Context: an optimization exercise on an open-source flow, tuned for small area and a short achievable clock period. The choices shown serve that exercise and are no tape-out recipe. Where RTL was checked, it was by simulation tests only, not by an equivalence proof against the original. Power figures rest on the tool's default switching activity, not on a simulated workload. No driver is modelled on the clock port, so clocking that relies on it looks cheaper here than on a real chip.

JK:
==> flow/design.v <==
`timescale 1ns / 1ps
module shaping_v5(
inp,shapedout,conf,clk,count,rst
    ,r1,r2);
    input [13:0] inp;
    input [11:0] conf;
    input clk;
    input rst;
    output [13:0] shapedout;
    output [11:0] count;
    output r1;
    output r2;
    parameter k = 100;
    parameter l = 200;
    localparam N = k+l+k+1;           
    wire [4:0] tau = conf[4:0];
    wire [4:0] m3  = conf[9:5];
    wire [1:0] sel = conf[11:10];
    reg [11:0] cnt;
    reg rst1;
    reg rst2;      
    reg rst7;      
    reg rst2d;     
    reg [14*N-1:0] dline;
    reg signed [15:0] temp3;
    reg signed [22:0] acc4;
    reg signed [15:0] q3;
    reg signed [22:0] tmpS;
    reg signed [15:0] tmpT;
    reg [22:0] t6lo;
    reg [21:0] t6hi;
    reg signed [1:0] c6;
    reg [13:0] temp7;
    always @(posedge clk) begin
        if (rst)
            cnt <= 12'h001;
        else if (|cnt)
            cnt <= cnt + 1'b1;
        else
            cnt <= 12'h000;
    end
    always @(posedge clk) begin
        rst1  <= rst | (rst1 & (cnt < k+l+k+1));
        rst2  <= rst | (rst1 & (cnt < k+l+k+2));
        rst7  <= rst | (rst1 & (cnt < k+l+k+7));
        rst2d <= rst7;
    end
    always @(posedge clk)
        dline <= {dline[14*(N-1)-1:0], inp};
    wire signed [15:0] d0   = {{2{dline[13]}}, dline[13:0]};
    wire signed [15:0] dk   = {{2{dline[14*k+13]}}, dline[14*k+:14]};
    wire signed [15:0] dkl  = {{2{dline[14*(k+l)+13]}}, dline[14*(k+l)+:14]};
    wire signed [15:0] dklk = {{2{dline[14*(k+l+k)+13]}}, dline[14*(k+l+k)+:14]};
    wire signed [23:0] w4 = {acc4, 1'b0};
    wire signed [23:0] w4s = w4 >>> tau;
    wire signed [22:0] temp5 = tmpS + {{7{tmpT[15]}}, tmpT};
    wire [24:0] lo_sum = {2'b00, t6lo} + {{2{tmpS[22]}}, tmpS} + {{9{tmpT[15]}}, tmpT};
    wire [21:0] t6hi_now = t6hi + {{20{c6[1]}}, c6};
    wire signed [44:0] temp6 = {t6hi_now, t6lo};
    always @(posedge clk)
        q3 <= dklk - dk - dkl;
    always @(posedge clk) begin
        if (rst7 | rst2d) begin
            temp3 <= 16'sd0;
            acc4  <= 23'sd0;
        end else begin
            temp3 <= d0 + q3;
            acc4  <= acc4 + {{7{d0[15]}}, d0} + {{7{q3[15]}}, q3};
        end
    end
    always @(posedge clk) begin
        if (rst7) begin
            tmpS  <= 23'sd0;
            tmpT  <= 16'sd0;
            t6lo  <= 23'd0;
            t6hi  <= 22'd0;
            c6    <= 2'sd0;
        end else begin
            if (tau == 5'd0)
                tmpS <= acc4;
            else if (tau == 5'd31)
                tmpS <= 23'sd0;
            else
                tmpS <= w4s[22:0];
            tmpT  <= (tau == 5'd0) ? 16'sd0 : temp3;
            t6lo  <= lo_sum[22:0];
            t6hi  <= t6hi_now;
            c6    <= lo_sum[24:23];
        end
    end
    wire signed [13:0] inps = inp;
    reg signed [44:0] vsrc;
    always @(*)
        case (sel)
        2'd0: vsrc = inps;
        2'd1: vsrc = temp3;
        2'd2: vsrc = temp5;
        default: vsrc = temp6;
        endcase
    wire signed [44:0] vsh = vsrc >>> m3;
    always @(posedge clk) begin
        if (rst7)
            temp7 <= 14'd0;
        else
            temp7 <= vsh[13:0];
    end
    assign shapedout = temp7;
    assign count = cnt;
    assign r1 = rst1;
    assign r2 = rst2;
endmodule
clock: 11.0 ns
lec_check: 0
cap_margin: 20
core_margin: 2
core_utilization: 55
cts_buf_list: sky130_fd_sc_hd__clkbuf_16
cts_cluster_diameter: 110
cts_cluster_size: 30
slew_margin: 20
standard.sh (not shown) runs the stock make flow with config.mk's settings and CLKGATE_MAP_FILE= SYNTH_SCRIPT=/design/flow/synth_recipe.tcl, a recipe that flattens the netlist after the stock synthesis.
==> flow/flow/run.sh <==
#!/bin/bash
# Standard synthesis, then the standard layout with: a larger setup margin
# for timing repair, plain buffers (buf_4) on the ports instead of delay
# cells, and no dummy loads in clock tree synthesis. The clock period and
# constraints are unchanged.
set -euo pipefail
bash standard.sh synth > synth.log 2>&1
bash standard.sh SETUP_SLACK_MARGIN=7.35 \
  "BUFFER_PORTS_ARGS=-buffer_cell sky130_fd_sc_hd__buf_4" \
  "CTS_ARGS=-sink_clustering_enable -repair_clock_nets -sink_clustering_size 30 -sink_clustering_max_diameter 110 -buf_list sky130_fd_sc_hd__clkbuf_16 -dont_use_dummy_load" \
  finish > layout.log 2>&1
Input-level comparison between MS and JK:
-- flow/design.v --
<<< JK, line 20
    reg rst1;
    reg rst2;      
    reg rst7;      
    reg rst2d;     
    reg [14*N-1:0] dline;
>>> MS, line 20
    reg rst1;
    reg rst2;      
    reg rst2d;     
    reg [14*N-1:0] dline;
<<< JK, line 42
    always @(posedge clk) begin
        rst1  <= rst | (rst1 & (cnt < k+l+k+1));
        rst2  <= rst | (rst1 & (cnt < k+l+k+2));
        rst7  <= rst | (rst1 & (cnt < k+l+k+7));
        rst2d <= rst7;
    end
    always @(posedge clk)
>>> MS, line 41
    always @(posedge clk) begin
        rst1  <= rst | (rst1 & (cnt < k+l+k+1));
        rst2  <= rst | rst1;
        rst2d <= rst2;
    end
    always @(posedge clk)
<<< JK, line 61
        q3 <= dklk - dk - dkl;
    always @(posedge clk) begin
        if (rst7 | rst2d) begin
            temp3 <= 16'sd0;
            acc4  <= 23'sd0;
>>> MS, line 59
        q3 <= dklk - dk - dkl;
    always @(posedge clk) begin
        if (rst2 | rst2d) begin
            temp3 <= 16'sd0;
            acc4  <= 23'sd0;
<<< JK, line 70
    end
    always @(posedge clk) begin
        if (rst7) begin
            tmpS  <= 23'sd0;
            tmpT  <= 16'sd0;
>>> MS, line 68
    end
    always @(posedge clk) begin
        if (rst2) begin
            tmpS  <= 23'sd0;
            tmpT  <= 16'sd0;
<<< JK, line 100
    wire signed [44:0] vsh = vsrc >>> m3;
    always @(posedge clk) begin
        if (rst7)
            temp7 <= 14'd0;
        else
>>> MS, line 98
    wire signed [44:0] vsh = vsrc >>> m3;
    always @(posedge clk) begin
        if (rst2)
            temp7 <= 14'd0;
        else
[summary]
As of MS, cell row count had risen slightly compared to JK.
The clock group share of total power of JK and that of MS are within noise of each other.
MS -> JK: buffering overhead flat
No stage failed in MS, and the final checks on the layout all came back clean.
In MS, the number of instances in the synthesized netlist came out 0.87% above the value in JK.
JK → MS: initial antenna violation count now smaller; total of plain and repair buffers excluding clock buffers now smaller; wire length of the first global-routing pass now larger; proportion of total power due to net switching comparable; setup slack now larger.
Only the layout flow was run in JK; the RTL was not checked for function there.


RTL: the design.v shown in full above, as it stands there.
Settings: LEC_CHECK=0, CAP_MARGIN=20, CORE_MARGIN=2, CORE_UTILIZATION=55, CTS_BUF_LIST=sky130_fd_sc_hd__clkbuf_16, CTS_CLUSTER_DIAMETER=110, CTS_CLUSTER_SIZE=30, SLEW_MARGIN=20; clock period 11.0 ns.
==> flow/flow/run.sh <==
#!/bin/bash
# Standard synthesis, then the standard layout with: a larger setup margin
# for timing repair, plain buffers (buf_4) on the ports instead of delay
# cells, and no dummy loads in clock tree synthesis. The clock period and
# constraints are unchanged.
set -euo pipefail
bash standard.sh synth > synth.log 2>&1
bash standard.sh SETUP_SLACK_MARGIN=7.6 \
  "BUFFER_PORTS_ARGS=-buffer_cell sky130_fd_sc_hd__buf_4" \
  "CTS_ARGS=-sink_clustering_enable -repair_clock_nets -sink_clustering_size 30 -sink_clustering_max_diameter 110 -buf_list sky130_fd_sc_hd__clkbuf_16 -dont_use_dummy_load" \
  finish > layout.log 2>&1
Next try:
--- a/flow/design.v
+++ b/flow/design.v
@@ -66,26 +66,26 @@
         end else begin
             temp3 <= d0 + q3;
             acc4  <= acc4 + {{7{d0[15]}}, d0} + {{7{q3[15]}}, q3};
         end
     end
     always @(posedge clk) begin
+        if (tau == 5'd0)
+            tmpS <= acc4;
+        else if (tau == 5'd31)
+            tmpS <= 23'sd0;
+        else
+            tmpS <= w4s[22:0];
+        tmpT <= (tau == 5'd0) ? 16'sd0 : temp3;
+    end
+    always @(posedge clk) begin
         if (rst7) begin
-            tmpS  <= 23'sd0;
-            tmpT  <= 16'sd0;
             t6lo  <= 23'd0;
             t6hi  <= 22'd0;
             c6    <= 2'sd0;
         end else begin
-            if (tau == 5'd0)
-                tmpS <= acc4;
-            else if (tau == 5'd31)
-                tmpS <= 23'sd0;
-            else
-                tmpS <= w4s[22:0];
-            tmpT  <= (tau == 5'd0) ? 16'sd0 : temp3;
             t6lo  <= lo_sum[22:0];
             t6hi  <= t6hi_now;
             c6    <= lo_sum[24:23];
         end
     end
     wire signed [13:0] inps = inp;
- via count went up by 1.1%
- utilization went down by 0.34 points
- clock-buffer cell count is unchanged
- worst hold slack is worse by 0.021 ns
- total power barely changes
- sequential share of layout area went down by 0.14 points
No run of this note included a check of the RTL's function; only the layout flow was run.


Setup of the reference run:
shaping_v5, a different RTL version from the one above (not shown whole).
Size in the first run: ~130000 um^2 of cells after synthesis.
==> module shaping_v5, before the edit <==
module shaping_v5(
inp,shapedout,conf,clk,count,rst
    ,r1,r2);
    input [13:0] inp;
    input [11:0] conf;
    input clk;
    input rst;
    output [13:0] shapedout;
    output [11:0] count;
    output r1;
    output r2;
    parameter k = 100;
    parameter l = 200;
    localparam N = k+l+k+1;           
    wire [4:0] tau = conf[4:0];
    wire [4:0] m3  = conf[9:5];
    wire [1:0] sel = conf[11:10];
    reg [11:0] cnt;
    reg rst1;
    reg rst2;      
    reg rst2d;     
    reg [14*N-1:0] dline;
    reg signed [15:0] temp3;
    reg signed [22:0] acc4;
    reg signed [15:0] q3;
    reg signed [22:0] tmpS;
    reg signed [15:0] tmpT;
    reg signed [44:0] temp6;
    reg [13:0] temp7;
    always @(posedge clk) begin
        if (rst)
            cnt <= 12'h001;
        else if (|cnt)
            cnt <= cnt + 1'b1;
        else
            cnt <= 12'h000;
    end
    always @(posedge clk) begin
        rst1  <= rst | (rst1 & (cnt < k+l+k+1));
        rst2  <= rst | rst1;
        rst2d <= rst2;
    end
    always @(posedge clk)
        dline <= {dline[14*(N-1)-1:0], inp};
    wire signed [15:0] d0   = {{2{dline[13]}}, dline[13:0]};
    wire signed [15:0] dk   = {{2{dline[14*k+13]}}, dline[14*k+:14]};
    wire signed [15:0] dkl  = {{2{dline[14*(k+l)+13]}}, dline[14*(k+l)+:14]};
    wire signed [15:0] dklk = {{2{dline[14*(k+l+k)+13]}}, dline[14*(k+l+k)+:14]};
    wire signed [23:0] w4 = {acc4, 1'b0};
    wire signed [23:0] w4s = w4 >>> tau;
    wire signed [22:0] temp5 = tmpS + {{7{tmpT[15]}}, tmpT};
    always @(posedge clk)
        q3 <= dklk - dk - dkl;
    always @(posedge clk) begin
        if (rst2 | rst2d) begin
            temp3 <= 16'sd0;
            acc4  <= 23'sd0;
        end else begin
            temp3 <= d0 + q3;
            acc4  <= acc4 + {{7{d0[15]}}, d0} + {{7{q3[15]}}, q3};
        end
    end
    always @(posedge clk) begin
        if (tau == 5'd0)
            tmpS <= acc4;
        else if (tau == 5'd31)
            tmpS <= 23'sd0;
        else
            tmpS <= w4s[22:0];
        tmpT <= (tau == 5'd0) ? 16'sd0 : temp3;
    end
    always @(posedge clk) begin
        if (rst2)
            temp6 <= 45'sd0;
        else
            temp6 <= temp6 + {{22{tmpS[22]}}, tmpS} + {{29{tmpT[15]}}, tmpT};
    end
    wire signed [13:0] inps = inp;
    reg signed [44:0] vsrc;
    always @(*)
        case (sel)
        2'd0: vsrc = inps;
        2'd1: vsrc = temp3;
        2'd2: vsrc = temp5;
        default: vsrc = temp6;
        endcase
    wire signed [44:0] vsh = vsrc >>> m3;
    always @(posedge clk) begin
        if (rst2)
            temp7 <= 14'd0;
        else
            temp7 <= vsh[13:0];
    end
    assign shapedout = temp7;
    assign count = cnt;
    assign r1 = rst1;
    assign r2 = rst2;
endmodule
export LEC_CHECK = 0
export CAP_MARGIN = 20
export CORE_MARGIN = 2
export CORE_UTILIZATION = 55
export CTS_BUF_LIST = sky130_fd_sc_hd__clkbuf_16
export CTS_CLUSTER_DIAMETER = 60
export CTS_CLUSTER_SIZE = 30
export SLEW_MARGIN = 20
create_clock -name core_clock -period 11.0 [get_ports {clk}]
==> flow/flow/run.sh <==
#!/bin/bash
# Standard synthesis, then the standard layout with a larger setup margin for
# timing repair (the clock period and constraints are unchanged).
set -euo pipefail
bash standard.sh synth > synth.log 2>&1
bash standard.sh SETUP_SLACK_MARGIN=7.6 finish > layout.log 2>&1
The following lists how the trial run was set up differently from the reference run:
==> flow/design.v <==
`timescale 1ns / 1ps
module shaping_v5(
inp,shapedout,conf,clk,count,rst
    ,r1,r2);
    input [13:0] inp;
    input [11:0] conf;
    input clk;
    input rst;
    output [13:0] shapedout;
    output [11:0] count;
    output r1;
    output r2;
    parameter k = 100;
    parameter l = 200;
    localparam N = k+l+k+2;           
    wire [4:0] tau = conf[4:0];
    wire [4:0] m3  = conf[9:5];
    wire [1:0] sel = conf[11:10];
    reg [11:0] cnt;
    reg rst1;
    reg rst2;      
    reg rst2d;     
    reg [14*N-1:0] dline;
    reg signed [15:0] temp3;
    reg signed [22:0] temp4;
    reg signed [22:0] tmpS;
    reg signed [15:0] tmpT;
    reg signed [44:0] temp6;
    reg [13:0] temp7;
    always @(posedge clk) begin
        if (rst)
            cnt <= 12'h001;
        else if (|cnt)
            cnt <= cnt + 1'b1;
        else
            cnt <= 12'h000;
    end
    always @(posedge clk) begin
        rst1  <= rst | (rst1 & (cnt < k+l+k+1));
        rst2  <= rst | rst1;
        rst2d <= rst2;
    end
    always @(posedge clk)
        dline <= {dline[14*(N-1)-1:0], inp};
    wire signed [15:0] d0   = {{2{dline[13]}}, dline[13:0]};
    wire signed [15:0] dk   = {{2{dline[14*(k+1)+13]}}, dline[14*(k+1)+:14]};
    wire signed [15:0] dkl  = {{2{dline[14*(k+l+1)+13]}}, dline[14*(k+l+1)+:14]};
    wire signed [15:0] dklk = {{2{dline[14*(k+l+k+1)+13]}}, dline[14*(k+l+k+1)+:14]};
    wire signed [22:0] step4 = temp4 + {{7{temp3[15]}}, temp3};
    wire signed [23:0] w4 = {step4, 1'b0};
    wire signed [23:0] w4s = w4 >>> tau;
    wire signed [22:0] temp5 = tmpS + {{7{tmpT[15]}}, tmpT};
    always @(posedge clk) begin
        if (rst2 | rst2d)
            temp3 <= 16'sd0;
        else
            temp3 <= (d0 - dk) - (dkl - dklk);
    end
    always @(posedge clk) begin
        if (rst2) begin
            temp4 <= 23'sd0;
            tmpS  <= 23'sd0;
            tmpT  <= 16'sd0;
            temp6 <= 45'sd0;
        end else begin
            temp4 <= step4;
            if (tau == 5'd0)
                tmpS <= step4;
            else if (tau == 5'd31)
                tmpS <= 23'sd0;
            else
                tmpS <= w4s[22:0];
            tmpT  <= (tau == 5'd0) ? 16'sd0 : temp3;
            temp6 <= temp6 + {{22{tmpS[22]}}, tmpS} + {{29{tmpT[15]}}, tmpT};
        end
    end
    wire signed [13:0] inps = inp;
    reg signed [44:0] vsrc;
    always @(*)
        case (sel)
        2'd0: vsrc = inps;
        2'd1: vsrc = temp3;
        2'd2: vsrc = temp5;
        default: vsrc = temp6;
        endcase
    wire signed [44:0] vsh = vsrc >>> m3;
    always @(posedge clk) begin
        if (rst2)
            temp7 <= 14'd0;
        else
            temp7 <= vsh[13:0];
    end
    assign shapedout = temp7;
    assign count = cnt;
    assign r1 = rst1;
    assign r2 = rst2;
endmodule
[summary]
Looking at the reports, the trial run completed the entire flow and the layout it produced met the timing, design-rule and antenna checks. The reference run and the trial run ended up with roughly the same multi-input logic portion of the cell area. The clock power on the trial run is in line with that on the reference run. Delta (the trial run minus the reference run): worst setup slack for register-to-register paths decreased 170 ps; number of nets in the synthesized netlist went down. Cell count after synthesis went down slightly going from the reference run to the trial run.
Function not checked in the reference run: the RTL went through the layout flow alone.

[what the ideal ports hide]
Ports are ideal in the flow. The routed layouts listed here were re-timed in OpenROAD. Step 1, drivers: a clkbuf_16 drives clk and a buf_2 each remaining input, both assumed. Step 2 adds t to the input delays and takes it off the output delays; t is the mean of the earliest and latest rising clock arrival at the registers after step 1. Input paths then give back, and output paths get back, about the clock's delay inside the block. a / b / c = ideal ports / drivers / drivers and shift; a / b = the first two.
run	shift t [ns]	slack for setup (ns)	worst register clock-pin slew, ns
JK	0.906	7.114 / 7.114 / 6.430	0.11 / 0.11
MS	0.890	7.383 / 7.342 / 6.452	0.11 / 0.11
the first run of note 2	0.881	7.039 / 7.039 / 6.485	0.11 / 0.11
the second run of note 2	0.906	7.317 / 7.282 / 6.375	0.11 / 0.11
the reference run	0.916	7.161 / 7.195 / 6.278	0.11 / 0.11
the trial run	0.921	7.218 / 7.218 / 6.446	0.11 / 0.11
After both steps every run listed still meets setup and hold. For the second run of note 2, which loses most, drivers alone change the setup slack by -0.035 ns; drivers and shift together by -0.942 ns.
